What follows belongs to an exercise in optimizing a design on an open flow for small area, a short achievable clock period and few clock cycles; a production flow would make more cautious choices.
The RTL was checked by simulation tests, not by an equivalence proof against the original design.

==> inputs of run E <==
==> flow/design.v (excerpt) <==
module risky(
  input  wire        clk,
  input  wire        rst_n,
  output wire [29:0] imem_addr,
  input  wire [31:0] imem_rdata,
  output wire [29:0] dmem_addr,
  output wire [31:0] dmem_wdata,
  output wire [3:0]  dmem_wstrb,
  input  wire [31:0] dmem_rdata
);
clock: 10.0 ns
lec_check: 0
cap_margin: 20
core_margin: 2
core_utilization: 50
place_density: 0.65
setup_slack_margin: 5
slew_margin: 20
run.sh (not shown) runs the stock make flow with config.mk's settings and CLKGATE_MAP_FILE= SYNTH_SCRIPT=/design/flow/synth_recipe.tcl, a recipe that flattens the netlist after the stock synthesis.
==> run R: changes against run E <==
--- a/flow/design.v
+++ b/flow/design.v
@@ -8,14 +8,17 @@
   output wire [31:0] dmem_wdata,
   output wire [3:0]  dmem_wstrb,
   input  wire [31:0] dmem_rdata
 );
   reg  [29:0] fa;        
+  reg  [29:0] pc_i;      
+  reg         v_i;       
+  reg  [31:0] ir;        
   reg  [29:0] pc_d;      
   reg         v_d;       
   assign imem_addr = fa;
-  wire [31:0] ins = imem_rdata;
+  wire [31:0] ins = ir;
   wire [6:0]  opc = ins[6:0];
   wire [2:0]  f3  = ins[14:12];
   wire [4:0]  rs1 = ins[19:15];
   wire [4:0]  rs2 = ins[24:20];
   wire [4:0]  rd  = ins[11:7];
@@ -34,13 +37,13 @@
   wire [31:0] imm_i = {{20{ins[31]}}, ins[31:20]};
   wire [31:0] imm_s = {{20{ins[31]}}, ins[31:25], ins[11:7]};
   wire [31:0] imm_b = {{19{ins[31]}}, ins[31], ins[7], ins[30:25], ins[11:8], 1'b0};
   wire [31:0] imm_u = {ins[31:12], 12'd0};
   wire [31:0] imm_j = {{11{ins[31]}}, ins[31], ins[19:12], ins[20], ins[30:21], 1'b0};
-  wire [31:0] imm_t = op_br ? imm_b : op_jal ? imm_j : imm_u;
+  wire [31:0] imm_t = !opc[2] ? imm_b : imm_u;
   wire [29:0] dsum  = pc_d + imm_t[31:2];
-  wire        pred  = op_jal | (op_br & ins[31]);
+  reg         pred;                
   reg  [1023:32] rf;              
   reg  [31:1] rv;                  
   reg  [4:0]  rd_w;                
   wire [31:0] wd_w;
   reg  [31:0] rf1, rf2;
@@ -64,12 +67,18 @@
   always @(posedge clk or negedge rst_n) begin
     if (!rst_n) rv <= 31'd0;
     else if (rd_w != 5'd0) rv[rd_w] <= 1'b1;
   end
   reg  [31:0] a_x, b_x, c_x;
-  reg  [4:0]  rd_x;                
-  reg         ld_x, st_x, br_x, jr_x, pr_x;
+  reg  [2:0]  px_x;                
+  reg  [4:0]  rd_xr;
+  reg         ld_xr, st_xr, br_xr, jr_xr, pr_x, kx;
+  wire [4:0]  rd_x = kx ? 5'd0 : rd_xr;    
+  wire        ld_x = ld_xr && !kx;
+  wire        st_x = st_xr && !kx;
+  wire        br_x = br_xr && !kx;
+  wire        jr_x = jr_xr && !kx;
   reg  [2:0]  f3_x;
   reg         s_add, s_slt, s_sltu, s_xor, s_or, s_and, s_sh, s_b;
   reg         sub_x;               
   reg         sl_x, sra_x;
   reg         fa_x, fb_x, fc_x;    
@@ -87,52 +96,71 @@
   wire hw2 = (rd_w == rs2) && (rs2 != 5'd0);
   wire [31:0] r1 = hm1 ? res_m : hw1 ? wd_w : rf1;
   wire [31:0] r2 = hm2 ? res_m : hw2 ? wd_w : rf2;
   wire        xredir;
   wire [29:0] xtarget;
-  wire stall = v_d && !xredir &&
+  wire stall = v_d &&
                ((ld_x && ((hx1 && use1) || (hx2 && use2))) ||
                 (ld_m && ((hm1 && use1) || (hm2 && use2))));
-  wire go    = v_d && !xredir && !stall;
-  wire dredir = go && pred;
+  wire go    = v_d && !stall;
+  wire [31:0] iw     = imem_rdata;
+  wire        i_jal  = (iw[6:0] == 7'b1101111);
+  reg  [7:0] bh;
+  wire        i_bb   = (iw[6:0] == 7'b1100011) && (iw[31] || bh[pc_i[2:0]]);
+  wire [29:0] i_imm  = iw[3] ? {{12{iw[31]}}, iw[19:12], iw[20], iw[30:22]}
+                             : {{20{iw[31]}}, iw[7], iw[30:25], iw[11:9]};
+  wire [29:0] isum   = pc_i + i_imm;
+  wire        ipred  = v_i && (i_jal || i_bb);
+  wire        ired   = ipred && !xredir && !stall;
+  wire [29:0] fa_d   = stall ? pc_d : ipred ? isum : fa + 30'd1;
   always @(posedge clk or negedge rst_n) begin
     if (!rst_n) begin
       fa   <= 30'd0;
+      v_i  <= 1'b0;
       v_d  <= 1'b0;
     end
     else begin
-      fa   <= dredir ? dsum : xredir ? xtarget : stall ? pc_d : fa + 30'd1;
-      v_d  <= !(xredir || stall || dredir);
-    end
-  end
-  always @(posedge clk) pc_d <= fa;
+      fa   <= xredir ? xtarget : fa_d;
+      v_i  <= !(xredir || stall || ired);
+      v_d  <= v_i && !(xredir || stall);
+    end
+  end
+  always @(posedge clk) begin
+    pc_i <= fa;
+    ir   <= imem_rdata;
+    pc_d <= pc_i;
+    pred <= i_jal || i_bb;
+  end
   always @(posedge clk or negedge rst_n) begin
     if (!rst_n) begin
-      rd_x <= 5'd0;
-      ld_x <= 1'b0;
-      st_x <= 1'b0;
-      br_x <= 1'b0;
-      jr_x <= 1'b0;
+      rd_xr <= 5'd0;
+      ld_xr <= 1'b0;
+      st_xr <= 1'b0;
+      br_xr <= 1'b0;
+      jr_xr <= 1'b0;
+      kx    <= 1'b0;
     end
     else begin
-      rd_x <= go && wr ? rd : 5'd0;
-      ld_x <= go && op_ld;
-      st_x <= go && op_st;
-      br_x <= go && op_br;
-      jr_x <= go && op_jalr;
+      rd_xr <= go && wr ? rd : 5'd0;
+      ld_xr <= go && op_ld;
+      st_xr <= go && op_st;
+      br_xr <= go && op_br;
+      jr_xr <= go && op_jalr;
+      kx    <= xredir;
     end
   end
   wire alu_op = op_imm | op_reg;
   wire i30    = ins[30];
   always @(posedge clk) begin
     a_x    <= r1;
     c_x    <= (op_reg | op_br) ? r2 : op_st ? imm_s : imm_i;
     b_x    <= op_st ? r2 :
               op_lui ? imm_u :
               op_auipc ? {dsum, 2'b00} :
-              (op_br && !pred) ? {dsum, 2'b00} : {fa, 2'b00};
+              (op_br && !pred) ? {dsum, 2'b00} : {pc_i, 2'b00};
     pr_x   <= pred;
+    px_x   <= pc_d[2:0];
     fa_x   <= hx1;
     fb_x   <= hx2 & op_st;
     fc_x   <= hx2 & (op_reg | op_br);
     f3_x   <= f3;
     s_b    <= op_lui | op_auipc | op_jal | op_jalr;
@@ -162,10 +190,14 @@
       2'b11:   taken = ltu ^ f3_x[0];
       default: taken = 1'b0;
     endcase
   end
   assign xredir  = (br_x && (taken != pr_x)) || jr_x;
+  always @(posedge clk or negedge rst_n) begin
+    if (!rst_n) bh <= 8'd0;
+    else if (br_x) bh[px_x] <= taken;
+  end
   assign xtarget = jr_x ? sum[31:2] : xb[31:2];
   reg  [31:0] a_rev;
   always @(*) for (k = 0; k < 32; k = k + 1) a_rev[k] = xa[31 - k];
   wire [31:0] sh_in  = sl_x ? a_rev : xa;
   wire [32:0] sh_ext = {sra_x & xa[31], sh_in};
==> flow/flow/run.sh (new file) <==
#!/bin/bash
bash standard.sh "BUFFER_PORTS_ARGS=-buffer_cell sky130_fd_sc_hd__buf_4" SETUP_SLACK_MARGIN=6.2 finish > standard.log 2>&1
==> flow/standard.sh (new file) <==
#!/bin/bash
# synth_recipe.tcl (not shown) runs the flow's synth.tcl, then flattens the netlist and writes it again
# the make line also repeats each setting of config.mk as NAME=value (left out here)
make -C /OpenROAD-flow-scripts/flow DESIGN_CONFIG=/design/flow/config.mk WORK_HOME=/design/flow/orfs CLKGATE_MAP_FILE= SYNTH_SCRIPT=/design/flow/synth_recipe.tcl "${@:-finish}"
Settings changed: CORE_UTILIZATION 50 to 38, CTS_CLUSTER_DIAMETER set to 80, CTS_CLUSTER_SIZE set to 24, PLACE_DENSITY 0.65 to 0.5.
removed: flow/run.sh
==> run F: changes against run E <==
--- a/flow/design.v
+++ b/flow/design.v
@@ -8,14 +8,17 @@
   output wire [31:0] dmem_wdata,
   output wire [3:0]  dmem_wstrb,
   input  wire [31:0] dmem_rdata
 );
   reg  [29:0] fa;        
+  reg  [29:0] pc_i;      
+  reg         v_i;       
+  reg  [31:0] ir;        
   reg  [29:0] pc_d;      
   reg         v_d;       
   assign imem_addr = fa;
-  wire [31:0] ins = imem_rdata;
+  wire [31:0] ins = ir;
   wire [6:0]  opc = ins[6:0];
   wire [2:0]  f3  = ins[14:12];
   wire [4:0]  rs1 = ins[19:15];
   wire [4:0]  rs2 = ins[24:20];
   wire [4:0]  rd  = ins[11:7];
@@ -34,13 +37,13 @@
   wire [31:0] imm_i = {{20{ins[31]}}, ins[31:20]};
   wire [31:0] imm_s = {{20{ins[31]}}, ins[31:25], ins[11:7]};
   wire [31:0] imm_b = {{19{ins[31]}}, ins[31], ins[7], ins[30:25], ins[11:8], 1'b0};
   wire [31:0] imm_u = {ins[31:12], 12'd0};
   wire [31:0] imm_j = {{11{ins[31]}}, ins[31], ins[19:12], ins[20], ins[30:21], 1'b0};
-  wire [31:0] imm_t = op_br ? imm_b : op_jal ? imm_j : imm_u;
+  wire [31:0] imm_t = !opc[2] ? imm_b : imm_u;
   wire [29:0] dsum  = pc_d + imm_t[31:2];
-  wire        pred  = op_jal | (op_br & ins[31]);
+  reg         pred;                
   reg  [1023:32] rf;              
   reg  [31:1] rv;                  
   reg  [4:0]  rd_w;                
   wire [31:0] wd_w;
   reg  [31:0] rf1, rf2;
@@ -64,10 +67,11 @@
   always @(posedge clk or negedge rst_n) begin
     if (!rst_n) rv <= 31'd0;
     else if (rd_w != 5'd0) rv[rd_w] <= 1'b1;
   end
   reg  [31:0] a_x, b_x, c_x;
+  reg  [2:0]  px_x;                
   reg  [4:0]  rd_x;                
   reg         ld_x, st_x, br_x, jr_x, pr_x;
   reg  [2:0]  f3_x;
   reg         s_add, s_slt, s_sltu, s_xor, s_or, s_and, s_sh, s_b;
   reg         sub_x;               
@@ -91,22 +95,36 @@
   wire [29:0] xtarget;
   wire stall = v_d && !xredir &&
                ((ld_x && ((hx1 && use1) || (hx2 && use2))) ||
                 (ld_m && ((hm1 && use1) || (hm2 && use2))));
   wire go    = v_d && !xredir && !stall;
-  wire dredir = go && pred;
+  wire [31:0] iw     = imem_rdata;
+  wire        i_jal  = (iw[6:0] == 7'b1101111);
+  reg  [7:0] bh;
+  wire        i_bb   = (iw[6:0] == 7'b1100011) && (iw[31] || bh[pc_i[2:0]]);
+  wire [29:0] i_imm  = iw[3] ? {{12{iw[31]}}, iw[19:12], iw[20], iw[30:22]}
+                             : {{20{iw[31]}}, iw[7], iw[30:25], iw[11:9]};
+  wire [29:0] isum   = pc_i + i_imm;
+  wire        ired   = v_i && (i_jal || i_bb) && !xredir && !stall;
   always @(posedge clk or negedge rst_n) begin
     if (!rst_n) begin
       fa   <= 30'd0;
+      v_i  <= 1'b0;
       v_d  <= 1'b0;
     end
     else begin
-      fa   <= dredir ? dsum : xredir ? xtarget : stall ? pc_d : fa + 30'd1;
-      v_d  <= !(xredir || stall || dredir);
-    end
-  end
-  always @(posedge clk) pc_d <= fa;
+      fa   <= ired ? isum : xredir ? xtarget : stall ? pc_d : fa + 30'd1;
+      v_i  <= !(xredir || stall || ired);
+      v_d  <= v_i && !(xredir || stall);
+    end
+  end
+  always @(posedge clk) begin
+    pc_i <= fa;
+    ir   <= imem_rdata;
+    pc_d <= pc_i;
+    pred <= i_jal || i_bb;
+  end
   always @(posedge clk or negedge rst_n) begin
     if (!rst_n) begin
       rd_x <= 5'd0;
       ld_x <= 1'b0;
       st_x <= 1'b0;
@@ -127,12 +145,13 @@
     a_x    <= r1;
     c_x    <= (op_reg | op_br) ? r2 : op_st ? imm_s : imm_i;
     b_x    <= op_st ? r2 :
               op_lui ? imm_u :
               op_auipc ? {dsum, 2'b00} :
-              (op_br && !pred) ? {dsum, 2'b00} : {fa, 2'b00};
+              (op_br && !pred) ? {dsum, 2'b00} : {pc_i, 2'b00};
     pr_x   <= pred;
+    px_x   <= pc_d[2:0];
     fa_x   <= hx1;
     fb_x   <= hx2 & op_st;
     fc_x   <= hx2 & (op_reg | op_br);
     f3_x   <= f3;
     s_b    <= op_lui | op_auipc | op_jal | op_jalr;
@@ -162,10 +181,14 @@
       2'b11:   taken = ltu ^ f3_x[0];
       default: taken = 1'b0;
     endcase
   end
   assign xredir  = (br_x && (taken != pr_x)) || jr_x;
+  always @(posedge clk or negedge rst_n) begin
+    if (!rst_n) bh <= 8'd0;
+    else if (br_x) bh[px_x] <= taken;
+  end
   assign xtarget = jr_x ? sum[31:2] : xb[31:2];
   reg  [31:0] a_rev;
   always @(*) for (k = 0; k < 32; k = k + 1) a_rev[k] = xa[31 - k];
   wire [31:0] sh_in  = sl_x ? a_rev : xa;
   wire [32:0] sh_ext = {sra_x & xa[31], sh_in};
==> flow/flow/run.sh (new file) <==
#!/bin/bash
bash standard.sh "BUFFER_PORTS_ARGS=-buffer_cell sky130_fd_sc_hd__buf_4" SETUP_SLACK_MARGIN=6.0 finish > standard.log 2>&1
==> flow/standard.sh (new file) <==
#!/bin/bash
# synth_recipe.tcl (not shown) runs the flow's synth.tcl, then flattens the netlist and writes it again
# the make line also repeats each setting of config.mk as NAME=value (left out here)
make -C /OpenROAD-flow-scripts/flow DESIGN_CONFIG=/design/flow/config.mk WORK_HOME=/design/flow/orfs CLKGATE_MAP_FILE= SYNTH_SCRIPT=/design/flow/synth_recipe.tcl "${@:-finish}"
Settings changed: CORE_UTILIZATION 50 to 38, PLACE_DENSITY 0.65 to 0.5.
removed: flow/run.sh
==> key figures <==
Drt
  • Wire per inst: about 43 microns

Cells and area
  • Multi-input combinational area share: 35.7%
  • Most frequent cells in the layout: 992 x edfxtp_1, 402 x a22oi_1, 346 x nand2_1, 263 x nor2_1, 257 x a221oi_1
  • Fin nets: 5788
  • #MultiIn Comb: 3594

Run status
  • Status: no timing/DRC/antenna violations

Worst hold path
  • Hold Startpoint: f3_m[0]

Worst setup path
  • CP max FO: 18
  • Critical path arrival: 5.84 ns

Synth
  • Syn Inst Count: between 5000 and 6000
That was run E.
==> key figures <==
Drt
  • Wire per inst: 45.0 microns

Run status
  • Status: no timing/DRC/antenna violations

Worst setup path
  • CP max FO: 6

Cells and area
  • Multi-input combinational area share: 38.5%
  • Fin nets: 6160
That was run R.
==> key figures <==
Cells and area
  • Most frequent cells in the layout: 992 x edfxtp_1, 392 x buf_4, 353 x a22oi_1, 327 x nand2_1, 288 x dfxtp_1
  • Fin nets: 6112
  • #MultiIn Comb: 3745
  • Multi-input combinational area share: 36.5%

Worst setup path
  • CP max FO: 11
  • Critical path arrival: approximately 5.2 ns

Run status
  • Status: no timing/DRC/antenna violations

Drt
  • Wire per inst: 44.3 microns

Worst hold path
  • Hold Startpoint: f3_m[2]
That was run F.
Testbench counts of run E, summed over its fixed seeds: cycles 412,398.
Testbench counts of run R, summed over its fixed seeds: cycles 417,215.
Testbench counts of run F, summed over its fixed seeds: cycles 417,215.

[static timing again, ports no longer ideal]
The flow's constraints put no driver on any port. The routed layouts listed below were extracted and timed again, unchanged, in two steps.
Step 1 assumes that a clkbuf_16 drives the clock port and a buf_2 every other input.
Step 2, shift: input delay + t, output delay - t, t = (earliest + latest rising clock arrival at the registers) / 2. This alone moves slack from input paths to output paths.
a / b / c = ideal ports / drivers / drivers and shift; a / b = the first two.
| run | shift t [ns] | setup WS [ns] | clock arrival spread, ns |
|---|---|---|---|
| run E | 0.877 | 4.834 / 4.881 / 4.004 | 0.055 / 0.055 |
| run R | 0.869 | 5.618 / 5.618 / 4.923 | 0.049 / 0.048 |
| run F | 0.927 | 5.592 / 5.592 / 4.775 | 0.065 / 0.066 |
After both steps every run listed still meets setup and hold. For run E, which loses most, drivers alone change the setup slack by +0.047 ns; drivers and shift together by -0.830 ns.
